This is an optimization exercise on Yosys and OpenROAD, whose aim is small area and a short achievable clock period, not a production implementation.
RTL that was checked went through simulation tests only; none was proved equivalent to the original.
The clock input has no modelled driver; a real chip could not lean on it and would need a root buffer or a full tree.
Power figures rest on the tool's default switching activity, not on a simulated workload.

==> flow/design.v <==
`timescale 1ns/10ps
module IOTDF( clk, rst, in_en, iot_in, fn_sel, busy, valid, iot_out);
input          clk;
input          rst;
input          in_en;
input  [7:0]   iot_in;
input  [2:0]   fn_sel;
output         busy;
output         valid;
output [127:0] iot_out;
reg  [127:0] x;         
reg  [127:0] y;         
reg  [2:0]   s3;        
reg          carry;     
reg          r;         
reg          ones;      
reg          copy_r;    
reg  [2:0]   fn;        
reg          valid_r;
reg  [3:0]   cnt;       
reg          have;      
reg  [2:0]   pos;       
reg          r0done;    
wire ph0  = (cnt == 4'd0);
wire ph15 = (cnt == 4'd15);
wire f_mma  = (fn == 3'b001) | (fn == 3'b010) | (fn == 3'b011);
wire f_avg  = (fn == 3'b011);
wire f_ext  = (fn == 3'b100);
wire f_exc  = (fn == 3'b101);
wire f_peak = (fn[2:1] == 2'b11);
wire f_less = (fn == 3'b010) | (fn == 3'b111);
wire [7:0] a = x[127:120];
wire [7:0] b = y[127:120];
wire r_prev = r;
wire [7:0] gk = a & ~b;
wire [7:0] pk = a | ~b;
wire g10 = gk[1] | (pk[1] & gk[0]), p10 = pk[1] & pk[0];
wire g32 = gk[3] | (pk[3] & gk[2]), p32 = pk[3] & pk[2];
wire g54 = gk[5] | (pk[5] & gk[4]), p54 = pk[5] & pk[4];
wire g76 = gk[7] | (pk[7] & gk[6]), p76 = pk[7] & pk[6];
wire g30 = g32 | (p32 & g10), p30 = p32 & p10;
wire g74 = g76 | (p76 & g54), p74 = p76 & p54;
wire g70 = g74 | (p74 & g30), p70 = p74 & p30;
wire r_next = f_less ^ (g70 | (p70 & (r_prev ^ f_less)));
wire ones_next = (a == 8'hFF) & ones;
wire better = r_next;
wire last   = (pos == 3'd7);
wire first  = (pos == 3'd0) & ~(f_peak & r0done);    
wire ge70   = a[7] | (a[6] & a[5] & a[4]);
wire ltAF   = ~a[7] | (~a[6] & (~a[5] | (~a[4] & ~(&a[3:0]))));
wire lt7F   = ~a[7] & ~(&a[6:0]);
wire geC0   = a[7] & a[6];
wire ext_ok = ge70 & (ltAF | ((a == 8'hAF) & ~ones));
wire exc_ok = lt7F | ((a == 8'h7F) & ~ones) | geC0;
wire copy_now = (f_ext & ext_ok) | (f_exc & exc_ok) | (~f_ext & ~f_exc & (first | better));
wire copy = (f_ext | f_exc) | (ph0 ? copy_now : copy_r);
wire emit = have & (((f_mma | (f_peak & ~r0done)) & last) |
                    ((f_ext | f_exc | (f_peak & r0done)) & copy_r));
wire       first_in = ~have | last;     
wire [3:0] low    = (s3 & {3{~first_in}}) + x[10:8];
wire [7:0] addend = {x[10:8] & {3{~ph15}}, x[7:3]};
wire [8:0] asum   = (y[7:0] & {8{~first}}) + addend + carry;
wire sel_a = f_avg;
wire sel_x = ~f_avg & copy;
wire sel_y = ~f_avg & ~copy;
wire [7:0] yin = (asum[7:0] & {8{sel_a}}) | (x[7:0] & {8{sel_x}}) | (y[7:0] & {8{sel_y}});
assign busy    = 1'b0;
assign valid   = valid_r;
assign iot_out = y;
always @(posedge clk) begin
	x <= {iot_in, x[127:8]};
	fn <= fn_sel;
	y <= {yin, y[127:8]};
	r <= ~ph0 & r_next;
	ones <= ph0 | ones_next;
	if (ph15) begin
		carry   <= low[3];
		s3      <= low[2:0];
	end
	else
		carry <= asum[8];
	if (ph0) begin
		copy_r <= copy_now;
	end
end
always @(posedge clk or posedge rst) begin
	if (rst) begin
		valid_r <= 1'b0;
		cnt     <= 4'd0;
		have    <= 1'b0;
		pos     <= 3'd0;
		r0done  <= 1'b0;
	end
	else begin
		valid_r <= ph15 & emit;
		if (in_en | have | ~ph0)
			cnt <= cnt + 4'd1;
		if (ph15) begin
			have <= in_en;
			if (have) begin
				pos <= pos + 3'd1;
				if (last)
					r0done <= 1'b1;
			end
		end
	end
end
endmodule
==> flow/config.mk <==
export PLATFORM = sky130hd
export DESIGN_NAME = IOTDF
export DESIGN_NICKNAME = IOTDF
export VERILOG_FILES = /design/flow/design.v
export SDC_FILE = /design/flow/constraint.sdc
export NUM_CORES = 4
export LEC_CHECK = 0
export ABC_AREA = 0
export CAP_MARGIN = 20
export CORE_MARGIN = 2
export CORE_UTILIZATION = 65
export CTS_BUF_LIST = sky130_fd_sc_hd__clkbuf_8
export CTS_CLUSTER_DIAMETER = 60
export CTS_CLUSTER_SIZE = 18
export PLACE_DENSITY = 0.75
export SLEW_MARGIN = 20
==> flow/constraint.sdc <==
create_clock -name core_clock -period 10.0 [get_ports {clk}]
set_input_delay 2.0000 -clock core_clock [delete_from_list [all_inputs] [get_ports {clk}]]
set_output_delay 2.0000 -clock core_clock [all_outputs]
set_load 0.01 [all_outputs]
standard.sh (not shown) runs the stock make flow with config.mk's settings and CLKGATE_MAP_FILE= SYNTH_SCRIPT=/design/flow/synth_recipe.tcl, a recipe that flattens the netlist after the stock synthesis.
==> flow/flow/run.sh <==
#!/bin/bash
# The standard layout, with these changes:
#  - plain sky130_fd_sc_hd__buf_1 cells as the port buffers;
#  - timing repair aims at a period of 10 - SETUP_SLACK_MARGIN ns, and runs
#    after global routing only, once the clock tree has its final form.
set -euo pipefail
here=$(pwd)
export BUFFER_PORTS_ARGS="-buffer_cell sky130_fd_sc_hd__buf_1"
export POST_CTS_TCL="$here/flow/post_cts.tcl"
export SKIP_CTS_REPAIR_TIMING=1
export SETUP_SLACK_MARGIN=7.1
bash standard.sh > flow_standard.log 2>&1
Other scripts of this flow, unchanged in this note and not shown: flow/flow/post_cts.tcl, flow/flow/reroot.tcl
Next try:
--- a/flow/design.v
+++ b/flow/design.v
@@ -19,8 +19,9 @@
 reg          valid_r;
 reg  [3:0]   cnt;       
 reg          have;      
 reg  [2:0]   pos;       
+reg          first_r;   
 reg          r0done;    
 wire ph0  = (cnt == 4'd0);
 wire ph15 = (cnt == 4'd15);
 wire f_mma  = (fn == 3'b001) | (fn == 3'b010) | (fn == 3'b011);
@@ -44,9 +45,9 @@
 wire r_next = f_less ^ (g70 | (p70 & (r_prev ^ f_less)));
 wire ones_next = (a == 8'hFF) & ones;
 wire better = r_next;
 wire last   = (pos == 3'd7);
-wire first  = (pos == 3'd0) & ~(f_peak & r0done);    
+wire first  = first_r;
 wire ge70   = a[7] | (a[6] & a[5] & a[4]);
 wire ltAF   = ~a[7] | (~a[6] & (~a[5] | (~a[4] & ~(&a[3:0]))));
 wire lt7F   = ~a[7] & ~(&a[6:0]);
 wire geC0   = a[7] & a[6];
@@ -73,8 +74,9 @@
 	y <= {yin, y[127:8]};
 	r <= ~ph0 & r_next;
 	ones <= ph0 | ones_next;
 	if (ph15) begin
+		first_r <= have ? (last & ~f_peak) : ((pos == 3'd0) & ~(f_peak & r0done));
 		carry   <= low[3];
 		s3      <= low[2:0];
 	end
 	else
The changed run ran to the end with no violations.
Total power came out lower by a few percent.
Maximum frequency came out lower slightly.
Design area came out lower slightly.
Synthesized cell count came out higher slightly.
Global-route usage came out lower by 1.8 points.
Cell count does not change.
Wire length came out lower by a little under a tenth.
Worst hold slack loses 0.0098 ns.
Function not checked in the second run of this note: the RTL went through the layout flow alone.

[static timing again, ports no longer ideal]
The flow's constraints put no driver on any port. The routed layouts listed below were extracted and timed again, unchanged, in two steps. Step 1 assumes that a clkbuf_16 drives the clock port and a buf_2 every other input. Step 2 times the ports against the registers' clock, not the clock port: input delays grow and output delays shrink by t, the midpoint of the rising clock arrivals with the driver on. a / b / c = no drivers / after step 1 / after step 2; a / b = the first two.
run | t, ns | setup slack, ns | hold slack, ns | slew at the worst register clock pin (ns)
the first run | 0.364 | 7.124 / 7.035 / 7.257 | 0.289 / 0.289 / 0.289 | 0.11 / 0.11
the second run | 0.354 | 7.100 / 7.019 / 7.265 | 0.279 / 0.279 / 0.279 | 0.10 / 0.10
After both steps setup and hold are still met in every run listed.
